This design comes from an exercise in tuning for small area on the open sky130 flow, not from production work. RTL that was checked went through simulation tests only; none was proved equivalent to the original.

## rev 12
==> flow/design.v <==
module FA(input wire a, b, c, output wire s, co);
    assign s = a ^ b ^ c;
    assign co = (a & b) | (a & c) | (b & c);
endmodule
module HA(input wire a, b, output wire s, co);
    assign s = a ^ b;
    assign co = a & b;
endmodule
module XNOR2(input wire a, b, output wire y);
    assign y = ~(a ^ b);
endmodule
module OR2(input wire a, b, output wire y);
    assign y = a | b;
endmodule
module ADD8 #(parameter CI = 0) (input wire [7:0] x, y, output wire [8:0] s);
    wire [7:1] c;
    generate
        if (CI) begin : g1
            XNOR2 hs (.a(x[0]), .b(y[0]), .y(s[0]));
            OR2   hc (.a(x[0]), .b(y[0]), .y(c[1]));
        end else begin : g0
            HA h (.a(x[0]), .b(y[0]), .s(s[0]), .co(c[1]));
        end
    endgenerate
    genvar i;
    generate
        for (i = 1; i < 7; i = i + 1) begin : f
            FA a (.a(x[i]), .b(y[i]), .c(c[i]), .s(s[i]), .co(c[i+1]));
        end
    endgenerate
    FA a7 (.a(x[7]), .b(y[7]), .c(c[7]), .s(s[7]), .co(s[8]));
endmodule
module ADD3 (input wire [8:0] x, y, z, output wire [10:0] u);
    wire [8:1] s;
    wire [8:0] c;
    wire [9:2] k;
    FA a0 (.a(x[0]), .b(y[0]), .c(z[0]), .s(u[0]), .co(c[0]));
    genvar i;
    generate
        for (i = 1; i < 9; i = i + 1) begin : csa
            FA a (.a(x[i]), .b(y[i]), .c(z[i]), .s(s[i]), .co(c[i]));
        end
    endgenerate
    HA h1 (.a(s[1]), .b(c[0]), .s(u[1]), .co(k[2]));
    generate
        for (i = 2; i < 9; i = i + 1) begin : cpa
            FA a (.a(s[i]), .b(c[i-1]), .c(k[i]), .s(u[i]), .co(k[i+1]));
        end
    endgenerate
    HA h9 (.a(c[8]), .b(k[9]), .s(u[9]), .co(u[10]));
endmodule
module FIN (input wire [10:0] pn, qn, output wire [7:0] out);
    wire [10:0] up = ~pn;
    wire [10:0] uq = ~qn;
    wire satp = (up >= 11'd1408) | (up <= 11'd1152);
    wire satq = (uq >= 11'd1408) | (uq <= 11'd1152);
    wire [6:0] ap = up[8] ? up[6:0] : -up[6:0];
    wire [6:0] aq = uq[8] ? uq[6:0] : -uq[6:0];
    wire [6:0] mx = (ap > aq) ? ap : aq;
    assign out = (satp | satq) ? 8'hff : {mx, 1'b0};
endmodule
module SOBEL (input wire [31:0] t, m, b, output wire [7:0] out0, out1);
    wire [7:0] t0 = t[31:24];
    wire [7:0] t1 = t[23:16];
    wire [7:0] t2 = t[15:8];
    wire [7:0] t3 = t[7:0];
    wire [7:0] b0 = b[31:24];
    wire [7:0] b1 = b[23:16];
    wire [7:0] b2 = b[15:8];
    wire [7:0] b3 = b[7:0];
    wire [7:0] mh2 = m[15:8], mh3 = m[7:0];
    wire [7:0] ml0 = ~m[31:24], ml1 = ~m[23:16];
    wire [8:0] dd0, ad0;
    ADD8 #(.CI(1)) udd0 (.x(t1), .y(b0), .s(dd0));
    ADD8 #(.CI(0)) uad0 (.x(t0), .y(b1), .s(ad0));
    wire [8:0] dd1, ad1;
    ADD8 #(.CI(1)) udd1 (.x(t2), .y(b1), .s(dd1));
    ADD8 #(.CI(1)) uad1 (.x(t1), .y(b2), .s(ad1));
    wire [8:0] dd2, ad2;
    ADD8 #(.CI(1)) udd2 (.x(t3), .y(b2), .s(dd2));
    ADD8 #(.CI(0)) uad2 (.x(t2), .y(b3), .s(ad2));
    wire [8:0] e0;
    ADD8 #(.CI(0)) ue0 (.x(mh2), .y(ml0), .s(e0));
    wire [8:0] e1;
    ADD8 #(.CI(0)) ue1 (.x(mh3), .y(ml1), .s(e1));
    wire [10:0] up0, uq0;
    ADD3 usp0 (.x(dd0), .y(dd1), .z(e0), .u(up0));
    ADD3 usq0 (.x(ad0), .y(ad1), .z(~e0), .u(uq0));
    FIN uf0 (.pn(up0), .qn(uq0), .out(out0));
    wire [10:0] up1, uq1;
    ADD3 usp1 (.x(dd1), .y(dd2), .z(e1), .u(up1));
    ADD3 usq1 (.x(ad1), .y(ad2), .z(~e1), .u(uq1));
    FIN uf1 (.pn(up1), .qn(uq1), .out(out1));
endmodule
module SOBELX (input wire [31:0] t, m, b, output wire [7:0] out0, out1);
    wire [7:0] t0 = t[31:24];
    wire [7:0] t1 = t[23:16];
    wire [7:0] t2 = t[15:8];
    wire [7:0] t3 = t[7:0];
    wire [7:0] b0 = b[31:24];
    wire [7:0] b1 = b[23:16];
    wire [7:0] b2 = b[15:8];
    wire [7:0] b3 = b[7:0];
    wire [7:0] mh2 = ~m[15:8], mh3 = ~m[7:0];
    wire [7:0] ml0 = m[31:24], ml1 = m[23:16];
    wire [8:0] dd0, ad0;
    ADD8 #(.CI(1)) udd0 (.x(t1), .y(b0), .s(dd0));
    ADD8 #(.CI(0)) uad0 (.x(t0), .y(b1), .s(ad0));
    wire [8:0] dd1, ad1;
    ADD8 #(.CI(1)) udd1 (.x(t2), .y(b1), .s(dd1));
    ADD8 #(.CI(1)) uad1 (.x(t1), .y(b2), .s(ad1));
    wire [8:0] dd2, ad2;
    ADD8 #(.CI(1)) udd2 (.x(t3), .y(b2), .s(dd2));
    ADD8 #(.CI(0)) uad2 (.x(t2), .y(b3), .s(ad2));
    wire [8:0] e0;
    ADD8 #(.CI(0)) ue0 (.x(mh2), .y(ml0), .s(e0));
    wire [8:0] e1;
    ADD8 #(.CI(0)) ue1 (.x(mh3), .y(ml1), .s(e1));
    wire [10:0] up0, uq0;
    ADD3 usp0 (.x(dd0), .y(dd1), .z(e0), .u(up0));
    ADD3 usq0 (.x(ad0), .y(ad1), .z(~e0), .u(uq0));
    FIN uf0 (.pn(up0), .qn(uq0), .out(out0));
    wire [10:0] up1, uq1;
    ADD3 usp1 (.x(dd1), .y(dd2), .z(e1), .u(up1));
    ADD3 usq1 (.x(ad1), .y(ad2), .z(~e1), .u(uq1));
    FIN uf1 (.pn(up1), .qn(uq1), .out(out1));
endmodule
module sobel_accel(
        input   wire    [ 2:0]   addr,
        output  wire    [31:0]   rdata,
        input   wire    [31:0]   wdata,
        input   wire             cs,
        input   wire             read,
        input   wire             write,
        input   wire             clk,
        input   wire             rst
);
    reg [31:0] data0, data1, data2, data3, data4, data5;
    always @(posedge clk)
        if (cs & write)
            case (addr)
                3'd0: data0 <= wdata;
                3'd1: data1 <= wdata;
                3'd2: data2 <= wdata;
                3'd3: data3 <= wdata;
                3'd4: data4 <= wdata;
                3'd5: data5 <= wdata;
            endcase
    reg [2:0] ra;
    always @(posedge clk) ra <= addr;
    wire hi_ab = (ra == 3'd7);
    wire hi_cd = ra[2] & (ra[0] | ~ra[1]);       
    wire [31:0] ra_n = ~(hi_ab ? data2 : data0);
    wire [31:0] rb_n = ~(hi_ab ? data3 : data1);
    wire [31:0] rc_ = hi_cd ? data4 : data2;
    wire [31:0] rd_ = hi_cd ? data5 : data3;
    wire [7:0] s00, s01, s10, s11;
    SOBEL  U0 (.t(ra_n), .m(rb_n), .b(rc_), .out0(s00), .out1(s01));
    SOBELX U1 (.t(rb_n), .m(rc_),  .b(rd_), .out0(s10), .out1(s11));
    wire [31:0] res = {s00, s01, s10, s11};
    wire [31:0] rd_next = (ra[2] & ra[1]) ? res :
                          ra[0] ? ((ra[2] | ra[1]) ? rd_ : ~rb_n)
                                : ((ra[2] | ra[1]) ? rc_ : ~ra_n);
    assign rdata = rd_next;
endmodule
clock: 9.0 ns
lec_check: 0
cap_margin: 20
core_margin: 2
core_utilization: 40
slew_margin: 20
synth_hierarchical: 1
run.sh (not shown) runs the stock make flow with config.mk's settings and CLKGATE_MAP_FILE= SYNTH_SCRIPT=/design/flow/synth_recipe.tcl, a recipe that flattens the netlist after the stock synthesis.
STATUS run=rev 12 STAGES=ALL_DONE FINAL_CHECKS=FAILED CAUSE=negative setup slack
Relative to rev 12, the following input files were edited for rev 13:
-- flow/design.v --
<<< rev 12, line 128
module sobel_accel(
        input   wire    [ 2:0]   addr,
        output  wire    [31:0]   rdata,
        input   wire    [31:0]   wdata,
        input   wire             cs,
>>> rev 13, line 128
module sobel_accel(
        input   wire    [ 2:0]   addr,
        output  reg     [31:0]   rdata,
        input   wire    [31:0]   wdata,
        input   wire             cs,
<<< rev 12, line 147
                3'd5: data5 <= wdata;
            endcase
    reg [2:0] ra;
    always @(posedge clk) ra <= addr;
    wire hi_ab = (ra == 3'd7);
    wire hi_cd = ra[2] & (ra[0] | ~ra[1]);       
>>> rev 13, line 147
                3'd5: data5 <= wdata;
            endcase
    wire [2:0] ra = addr;
    wire hi_ab = (ra == 3'd7);
    wire hi_cd = ra[2] & (ra[0] | ~ra[1]);       
<<< rev 12, line 162
                          ra[0] ? ((ra[2] | ra[1]) ? rd_ : ~rb_n)
                                : ((ra[2] | ra[1]) ? rc_ : ~ra_n);
    assign rdata = rd_next;
endmodule
>>> rev 13, line 161
                          ra[0] ? ((ra[2] | ra[1]) ? rd_ : ~rb_n)
                                : ((ra[2] | ra[1]) ? rc_ : ~ra_n);
    always @(posedge clk) rdata <= rd_next;
endmodule
### Flow results
Setup slack: rev 13 more than rev 12. Although rev 13 finished all stages, its layout failed final checks on negative setup slack. In the reports for rev 13 and rev 12, the smaller sequential share of layout area belongs to rev 12. Compared with rev 12, rev 13 shows routed wire length higher by 1200 um. Critical path required time, rev 13 and rev 12: smaller value in rev 12.
No functional check of the RTL was part of any run of this note.


the baseline:
sobel_accel, a different RTL version from the one above (not shown whole).
Size in the first run: about 1100 cells after synthesis, about 72 I/O pins.
==> module MUXI32, before the edit <==
module MUXI32(input wire [2:0] addr, input wire [31:0] a, b, output wire [31:0] y);
    wire s = addr[2] & (addr[0] | ~addr[1]);
    genvar i;
    generate for (i = 0; i < 32; i = i + 1) begin : g
        MUXI1 m (.s(s), .a(a[i]), .b(b[i]), .y(y[i]));
    end endgenerate
endmodule
==> module MUX32, before the edit <==
module MUX32(input wire [2:0] addr, input wire [31:0] a, b, output wire [31:0] y);
    wire s = addr[2] & (addr[0] | ~addr[1]);
    genvar i;
    generate for (i = 0; i < 32; i = i + 1) begin : g
        MUX1 m (.s(s), .a(a[i]), .b(b[i]), .y(y[i]));
    end endgenerate
endmodule
==> module sobel_accel, before the edit <==
module sobel_accel(
        input   wire    [ 2:0]   addr,
        output  reg     [31:0]   rdata,
        input   wire    [31:0]   wdata,
        input   wire             cs,
        input   wire             read,
        input   wire             write,
        input   wire             clk,
        input   wire             rst
);
    reg [31:0] data0, data1, data2, data3, data4, data5;
    always @(posedge clk)
        if (cs & write)
            case (addr)
                3'd0: data0 <= wdata;
                3'd1: data1 <= wdata;
                3'd2: data2 <= wdata;
                3'd3: data3 <= wdata;
                3'd4: data4 <= wdata;
                3'd5: data5 <= wdata;
            endcase
    wire [2:0] ra = addr;
    wire [31:0] ra_n, rb_n, rc_, rd_;
    MUXI32 ma (.addr(ra), .a(data0), .b(data2), .y(ra_n));
    MUXI32 mb (.addr(ra), .a(data1), .b(data3), .y(rb_n));
    MUX32  mc (.addr(ra), .a(data2), .b(data4), .y(rc_));
    MUX32  md (.addr(ra), .a(data3), .b(data5), .y(rd_));
    wire [6:0] p00, p01, p10, p11, q00, q01, q10, q11;
    wire e00, e01, e10, e11, f00, f01, f10, f11;   
    wire n00, n01, n10, n11;                     
    wire ss = ra[2] & ra[1];                     
    SOBEL  U0 (.t(ra_n), .m(rb_n), .b(rc_), .rd(ss), .mp0(p00), .mq0(q00), .mp1(p01), .mq1(q01),
               .sp0(e00), .sq0(f00), .sp1(e01), .sq1(f01), .ns0(n00), .ns1(n01));
    SOBELX U1 (.t(rb_n), .m(rc_),  .b(rd_), .rd(ss), .mp0(p10), .mq0(q10), .mp1(p11), .mq1(q11),
               .sp0(e10), .sq0(f10), .sp1(e11), .sq1(f11), .ns0(n10), .ns1(n11));
    wire [31:0] resp = {p00, 1'b0, p01, 1'b0, p10, 1'b0, p11, 1'b0};
    wire [31:0] resq = {q00, 1'b0, q01, 1'b0, q10, 1'b0, q11, 1'b0};
    wire sa = ~ra[2] & ~ra[1] & ~ra[0];
    wire sb = ~ra[2] & ~ra[1] & ra[0];
    wire sc = (ra[2] ^ ra[1]) & ~ra[0];    
    wire sd = (ra[2] ^ ra[1]) & ra[0];     
    wire [31:0] rd_next;
    OMUX32 mo (.an(ra_n), .bn(rb_n), .c(rc_), .d(rd_), .rp(resp), .rq(resq),
               .nsa(~sa), .nsb(~sb), .sc(sc), .sd(sd), .sp({e00, e01, e10, e11}), .sq({f00, f01, f10, f11}),
               .ns({n00, n01, n10, n11}), .y(rd_next));
    always @(posedge clk) rdata <= rd_next;
endmodule
==> flow/config.mk <==
export PLATFORM = sky130hd
export DESIGN_NAME = sobel_accel
export DESIGN_NICKNAME = sobel_accel
export VERILOG_FILES = /design/flow/design.v
export SDC_FILE = /design/flow/constraint.sdc
export NUM_CORES = 4
export LEC_CHECK = 0
export CAP_MARGIN = 20
export CORE_MARGIN = 2
export CORE_UTILIZATION = 75
export CTS_CLUSTER_DIAMETER = 100
export CTS_CLUSTER_SIZE = 30
export GPL_TIMING_DRIVEN = 1
export SLEW_MARGIN = 20
export SYNTH_HIERARCHICAL = 1
==> flow/constraint.sdc <==
create_clock -name core_clock -period 9.0 [get_ports {clk}]
set_input_delay 1.8000 -clock core_clock [delete_from_list [all_inputs] [get_ports {clk}]]
set_output_delay 1.8000 -clock core_clock [all_outputs]
set_load 0.01 [all_outputs]
standard.sh (not shown) runs the stock make flow with config.mk's settings and CLKGATE_MAP_FILE= SYNTH_SCRIPT=/design/flow/synth_recipe.tcl, a recipe that flattens the netlist after the stock synthesis.
==> flow/flow/run.sh <==
#!/bin/bash
# Layout flow: the standard flow (standard.sh), with the standard
# synthesis unchanged and two changes after it:
#  - before floorplanning, every combinational cell that synthesis gave a
#    drive strength above 1 starts at its smallest size (downsize.tcl); the
#    resizer's later timing and design repairs size up again where needed;
#    the buffers synthesis inserted are removed (REMOVE_ABC_BUFFERS);
#  - the port buffers are buf_1 cells.
# Each tool's output goes to a log file of its own in this folder.
set -euo pipefail
here=$(pwd)
bash standard.sh synth > synth.log 2>&1
bash standard.sh PRE_FLOORPLAN_TCL="$here/flow/downsize.tcl" REMOVE_ABC_BUFFERS=1 \
    "BUFFER_PORTS_ARGS=-buffer_cell sky130_fd_sc_hd__buf_1" finish > layout.log 2>&1
==> flow/flow/downsize.tcl <==
# Sourced by ORFS's floorplan.tcl (PRE_FLOORPLAN_TCL) right after the
# synthesised netlist is loaded: swap each combinational cell above drive
# strength 1 for the same function at the smallest drive strength.
set db [ord::get_db]
set block [ord::get_db_block]
set n 0
foreach inst [$block getInsts] {
  set name [[$inst getMaster] getName]
  if {![regexp {^(sky130_fd_sc_hd__[a-z0-9]+)_([0-9]+)$} $name -> base drive]} { continue }
  if {$drive <= 1} { continue }
  if {[regexp {__(df|edf|sdf|dl|sedf|ha|fa)} $base]} { continue }
  foreach d {1 0} {
    set m [$db findMaster ${base}_$d]
    if {$m ne "NULL" && $m ne ""} {
      $inst swapMaster $m
      incr n
      break
    }
  }
}
puts "downsize.tcl: $n cells set to their smallest drive strength"
The inputs of the candidate differ from those of the baseline as listed below.
diff --git a/flow/design.v b/flow/design.v
--- a/flow/design.v
+++ b/flow/design.v
@@ -118,6 +118,5 @@
     NAND4B g4 (.an(y1), .b(y2), .c(y3), .d(ns), .y(y));
 endmodule
-module MUXI32(input wire [2:0] addr, input wire [31:0] a, b, output wire [31:0] y);
-    wire s = addr[2] & (addr[0] | ~addr[1]);
+module MUXI32(input wire s, input wire [31:0] a, b, output wire [31:0] y);
     genvar i;
     generate for (i = 0; i < 32; i = i + 1) begin : g
@@ -125,6 +124,5 @@
     end endgenerate
 endmodule
-module MUX32(input wire [2:0] addr, input wire [31:0] a, b, output wire [31:0] y);
-    wire s = addr[2] & (addr[0] | ~addr[1]);
+module MUX32(input wire s, input wire [31:0] a, b, output wire [31:0] y);
     genvar i;
     generate for (i = 0; i < 32; i = i + 1) begin : g
@@ -245,9 +243,10 @@
             endcase
     wire [2:0] ra = addr;
+    wire h = ra[2] & (ra[0] | ~ra[1]);
     wire [31:0] ra_n, rb_n, rc_, rd_;
-    MUXI32 ma (.addr(ra), .a(data0), .b(data2), .y(ra_n));
-    MUXI32 mb (.addr(ra), .a(data1), .b(data3), .y(rb_n));
-    MUX32  mc (.addr(ra), .a(data2), .b(data4), .y(rc_));
-    MUX32  md (.addr(ra), .a(data3), .b(data5), .y(rd_));
+    MUXI32 ma (.s(h), .a(data0), .b(data2), .y(ra_n));
+    MUXI32 mb (.s(h), .a(data1), .b(data3), .y(rb_n));
+    MUX32  mc (.s(h), .a(data2), .b(data4), .y(rc_));
+    MUX32  md (.s(h), .a(data3), .b(data5), .y(rd_));
     wire [6:0] p00, p01, p10, p11, q00, q01, q10, q11;
     wire e00, e01, e10, e11, f00, f01, f10, f11;   
Having completed the whole flow, the candidate delivered a layout that passed the timing, design-rule and antenna checks.
The candidate against the baseline: maximum fanout along the worst path saw an increase; required arrival time at the worst endpoint saw little to no change; worst reg2reg path depth saw an increase.
Detailed route wirelength on metal2 was higher in the run labelled the baseline.
From the baseline to the candidate the numbers moved as follows: area after synthesis comparable; routed metal-1 wirelength now smaller.
Path length in cells of the critical path went up by more than 10% going from the baseline to the candidate.
Final instance area in the candidate vs the baseline: down 2.0%
In the tables for the baseline and the candidate, delay of the slowest cell on the worst path reads lower with the candidate.
As of the candidate, wire length had fallen by a little under 10% compared to the baseline.
The candidate vs the baseline — multi-input gate count dropped 3.
met1 capacity usage during global routing was higher in the baseline than in the candidate.
Function not checked in the baseline: the RTL went through the layout flow alone.

-- port drivers added, routing unchanged --
No port has a modelled driver above. Below, the same layouts with a new extraction and two added sets of constraints.
Step 1: set_driving_cell puts a clkbuf_16 on clk and a buf_2 on each other input, an assumption about the parent block.
Step 2 adds t to the input delays and takes it off the output delays; t is the mean of the earliest and latest rising clock arrival at the registers after step 1. Input paths then give back, and output paths get back, about the clock's delay inside the block.
a / b / c = ideal ports / drivers / drivers and shift; a / b = the first two.
run	shift t [ns]	slack for setup (ns)	hold WS [ns]	latest minus earliest clock arrival (ns)
rev 12	0.525	-1.419 / -1.475 / -0.950	1.882 / 1.850 / 2.375	0.018 / 0.018
rev 13	0.602	-0.141 / -0.141 / -0.743	0.605 / 0.605 / 0.605	0.035 / 0.036
the baseline	0.520	0.157 / 0.176 / -0.343	0.732 / 0.732 / 0.732	0.025 / 0.025
the candidate	0.526	0.347 / 0.372 / -0.155	0.728 / 0.728 / 0.728	0.025 / 0.025
Met with ideal ports but missed after step 2: setup timing in the baseline and the candidate. For rev 13, which loses most, drivers alone change the setup slack by 0.000 ns; drivers and shift together by -0.602 ns.
